Background: an optimization exercise with open tools, aiming at small area. Do not read the settings as production practice.
The RTL was checked by simulation tests, not by an equivalence proof against the original design.
Power and IR drop assume default switching activity.

## v10
==> flow/design.v (excerpt) <==
module tv80s ( 
  m1_n, mreq_n, iorq_n, rd_n, wr_n, rfsh_n, halt_n, busak_n, A, dout, 
  reset_n, clk, wait_n, int_n, nmi_n, busrq_n, di
  );
  parameter Mode = 0;     
  parameter T2Write = 1;  
  parameter IOWait  = 1;  
  input         reset_n; 
  input         clk; 
  input         wait_n; 
  input         int_n; 
  input         nmi_n; 
  input         busrq_n; 
  output        m1_n; 
  output        mreq_n; 
  output        iorq_n; 
  output        rd_n; 
  output        wr_n; 
  output        rfsh_n; 
  output        halt_n; 
  output        busak_n; 
  output [15:0] A;
  input [7:0]   di;
  output [7:0]  dout;
  reg           mreq_n; 
  reg           iorq_n; 
  reg           rd_n; 
  reg           wr_n; 
  wire          cen;
  wire          intcycle_n;
  wire          no_read;
  wire          write;
  wire          iorq;
  reg [7:0]     di_reg;
  wire [6:0]    mcycle;
  wire [6:0]    tstate;
  assign    cen = 1;
  tv80_core #(Mode, IOWait) i_tv80_core
    (
     .cen (cen),
     .m1_n (m1_n),
     .iorq (iorq),
     .no_read (no_read),
     .write (write),
     .rfsh_n (rfsh_n),
     .halt_n (halt_n),
     .wait_n (wait_n),
     .int_n (int_n),
     .nmi_n (nmi_n),
     .reset_n (reset_n),
     .busrq_n (busrq_n),
     .busak_n (busak_n),
     .clk (clk),
     .IntE (),
     .stop (),
     .A (A),
     .dinst (di),
     .di (di_reg),
     .dout (dout),
     .mc (mcycle),
     .ts (tstate),
     .intcycle_n (intcycle_n)
     );  
  always @(posedge clk)
    begin
        begin
          rd_n <= 1'b1;
  ...
Size: about 360 flip-flops.
Settings: LEC_CHECK=0, CAP_MARGIN=20, CORE_MARGIN=2, CORE_UTILIZATION=40, GPL_TIMING_DRIVEN=0, SLEW_MARGIN=10; clock period 14.0 ns.
standard.sh (not shown) runs the stock make flow with config.mk's settings and CLKGATE_MAP_FILE= SYNTH_SCRIPT=/design/flow/synth_recipe.tcl, a recipe that flattens the netlist after the stock synthesis.
==> flow/flow/run.sh <==
#!/bin/bash
# Layout flow: the standard ORFS flow (standard.sh) with an area-oriented synthesis:
#  - ABC maps the combinational logic with flow/abc_area.script instead of ORFS's
#    delay-oriented script (no buffering or upsizing at synthesis),
#  - adders use a ripple-carry $lcu (flow/lcu_ripple.v) instead of Kogge-Stone,
#    and are left to ABC rather than mapped to full/half-adder cells.
# After synthesis: the standard flow's own steps, except port buffers of the smallest buffer cell,
# and clock-tree options from flow/cts_args (smaller clock buffers, no dummy loads).
# Flip-flop mapping and register names are the standard flow's own.
set -euo pipefail
W=$PWD
ABC_SCRIPT=$W/flow/abc_area.script

# ORFS synth.tcl with only the abc call's script replaced
sed 's#log_cmd abc {\*}$abc_args#log_cmd abc -script '"$ABC_SCRIPT"' {*}[lrange $abc_args 2 end]#' \
  "$FLOW_HOME/scripts/synth.tcl" > "$W/synth_area.tcl"
grep -q "abc -script $ABC_SCRIPT" "$W/synth_area.tcl"

# synth_recipe.tcl, sourcing the patched synth.tcl
sed 's#^source \$::env(SCRIPTS_DIR)/synth.tcl$#source '"$W"'/synth_area.tcl#' \
  "$W/synth_recipe.tcl" > "$W/synth_recipe_area.tcl"
grep -q "synth_area.tcl" "$W/synth_recipe_area.tcl"

# standard.sh, using the patched synthesis script and no adder-cell mapping
sed -e 's#SYNTH_SCRIPT=[^ ]*#SYNTH_SCRIPT='"$W"'/synth_recipe_area.tcl#' \
    -e 's#CLKGATE_MAP_FILE= #CLKGATE_MAP_FILE= ADDER_MAP_FILE= #' \
  "$W/standard.sh" > "$W/standard_area.sh"
grep -q "synth_recipe_area.tcl" "$W/standard_area.sh"
grep -q "ADDER_MAP_FILE= " "$W/standard_area.sh"

export SYNTH_OPERATIONS_ARGS="-extra-map $W/flow/lcu_ripple.v"
# input and output port buffers: the smallest buffer cell
export BUFFER_PORTS_ARGS="-buffer_cell sky130_fd_sc_hd__buf_1"
if [[ -f $W/flow/cts_args ]]; then
  export CTS_ARGS="$(cat $W/flow/cts_args)"
fi

bash "$W/standard_area.sh" ${ORFS_TARGETS:-finish} > "$W/flow_make.log" 2>&1
Other scripts of this flow, unchanged in this note and not shown: flow/flow/abc_area.script, flow/flow/cts_args, flow/flow/lcu_ripple.v
Input-level comparison between v19 and v10:
--- a/flow/config.mk
+++ b/flow/config.mk
@@ -6,7 +6,7 @@
 export NUM_CORES = 4
 export LEC_CHECK = 0
-export CAP_MARGIN = 20
+export CAP_MARGIN = 10
 export CORE_MARGIN = 2
 export CORE_UTILIZATION = 40
 export GPL_TIMING_DRIVEN = 0
-export SLEW_MARGIN = 10
+export SLEW_MARGIN = 0
==> comparison <==
v19 went all the way through synthesis, placement and routing and the layout is clean on timing, DRC and antenna. Sort v19 and v10 by detailed-route wire length per cell desc -> top: v19. Comparing v19 and v10, the higher HPWL after detailed placement is on v10. Relative to v10, area growth from synthesis to layout has decreased by 1.1 points in v19.
Input-level comparison between v26 and v19:
--- a/flow/config.mk
+++ b/flow/config.mk
@@ -6,5 +6,5 @@
 export NUM_CORES = 4
 export LEC_CHECK = 0
-export CAP_MARGIN = 10
+export CAP_MARGIN = 0
 export CORE_MARGIN = 2
 export CORE_UTILIZATION = 40
No crash in v26: every stage finished, but the layout fails its final checks due to capacitance limit, slew limit. Comparing v26 and v19, the lower net load switching power was measured on v26. v26 vs. v19: mean number of vias per cell level, smallest setup slack after layout -0.059 ns, detailed-route via count shrank by 120, non-clock buffer count went down about 8%, number of clock buffer instances in the layout down 2. Number of buffers added by the clock tree synthesis step (v26 over v19): decrease, 2. Between v26 and v19, the difference in largest driver fanout on the critical path is negligible. Core utilization delta (v26 -> v19): insignificant.

## run A
Starting RTL as in the previous note.
==> flow/design.v (excerpt) <==
module tv80s ( 
  m1_n, mreq_n, iorq_n, rd_n, wr_n, rfsh_n, halt_n, busak_n, A, dout, 
  reset_n, clk, wait_n, int_n, nmi_n, busrq_n, di
  );
==> flow/config.mk <==
export PLATFORM = sky130hd
export DESIGN_NAME = tv80s
export DESIGN_NICKNAME = tv80s
export VERILOG_FILES = /design/flow/design.v
export SDC_FILE = /design/flow/constraint.sdc
export NUM_CORES = 4
export LEC_CHECK = 0
export CAP_MARGIN = 20
export CORE_MARGIN = 2
export CORE_UTILIZATION = 40
export GPL_TIMING_DRIVEN = 0
export SLEW_MARGIN = 0
==> flow/constraint.sdc <==
create_clock -name core_clock -period 14.0 [get_ports {clk}]
set_input_delay 2.8000 -clock core_clock [delete_from_list [all_inputs] [get_ports {clk}]]
set_output_delay 2.8000 -clock core_clock [all_outputs]
set_load 0.01 [all_outputs]
==> flow/flow/abc_area.script <==
&get -n
&st
&deepsyn -T 60 -I 4
&dch -f
&nf -a -F 8 -A 4 -R 1000
&put
==> flow/flow/cts_args <==
-sink_clustering_enable -repair_clock_nets -buf_list "sky130_fd_sc_hd__clkbuf_8" -sink_clustering_size 12 -sink_clustering_max_diameter 80 -dont_use_dummy_load
==> flow/flow/lcu_ripple.v <==
(* techmap_celltype = "$lcu" *)
module _80_lcu_ripple (P, G, CI, CO);
	parameter WIDTH = 2;

	(* force_downto *)
	input [WIDTH-1:0] P, G;
	input CI;

	(* force_downto *)
	output [WIDTH-1:0] CO;

	integer i;
	(* force_downto *)
	reg [WIDTH-1:0] g;

	wire [1023:0] _TECHMAP_DO_ = "proc; opt -fast";

	always @* begin
		g = G;
		g[0] = g[0] | (P[0] & CI);
		for (i = 1; i < WIDTH; i = i + 1)
			g[i] = g[i] | P[i] & g[i - 1];
	end

	assign CO = g;
endmodule
Scripts as last shown in full above: flow/flow/run.sh
Changes in run B relative to run A:
==> flow/flow/cts_args <==
-sink_clustering_enable -repair_clock_nets -buf_list "sky130_fd_sc_hd__clkbuf_4" -sink_clustering_size 8 -sink_clustering_max_diameter 60 -dont_use_dummy_load
## What came out
Compared to run A, run B has register share of the cell area 0.15 points higher. Run B and run A ended up with nearly the same maximum vdd drop. Run B: flow completed, timing, DRC and antenna clean. Comparing run B and run A, the lower worst relative slew slack was measured on run A. Taking run A as the reference point, the area growth from synthesis to layout of run B falls by 0.46 points.
Input changes introduced in run C (baseline for comparison: run B):
Settings: SLEW_MARGIN: 0 -> 10.
==> flow/flow/cts_args <==
-sink_clustering_enable -repair_clock_nets -buf_list "sky130_fd_sc_hd__clkbuf_8" -sink_clustering_size 12 -sink_clustering_max_diameter 80 -dont_use_dummy_load
--- outcome ---
[compare] base=run B new=run C: final period demand of the worst path +0.24 ns, final worst-path setup slack now smaller, flip-flop and latch area stayed essentially flat.

==> re-timing with driven ports <==
Ports are ideal in the flow. The routed layouts listed here were re-timed in OpenROAD. Step 1 assumes that a clkbuf_16 drives the clock port and a buf_2 every other input. Step 2 also shifts input and output timing later by t, the mid clock arrival at the registers, as if the neighbouring blocks saw the same clock. Three values: ideal ports, drivers, drivers and shift; two values: the first two.
run	t (ns)	slack for setup (ns)	worst hold slack (ns)	worst slew at a driven data input, ns
v10	0.871	0.868 / 0.868 / 0.868	0.448 / 0.448 / 0.448	0.07
v19	0.879	0.951 / 0.951 / 0.951	0.446 / 0.446 / 0.446	0.06
v26	0.859	0.892 / 0.892 / 0.892	0.449 / 0.449 / 0.449	0.07
run A	0.689	1.104 / 1.104 / 1.104	0.446 / 0.446 / 0.446	0.07
run B	0.841	1.098 / 1.098 / 1.098	0.450 / 0.450 / 0.450	0.07
run C	0.688	0.860 / 0.860 / 0.860	0.445 / 0.445 / 0.445	0.07
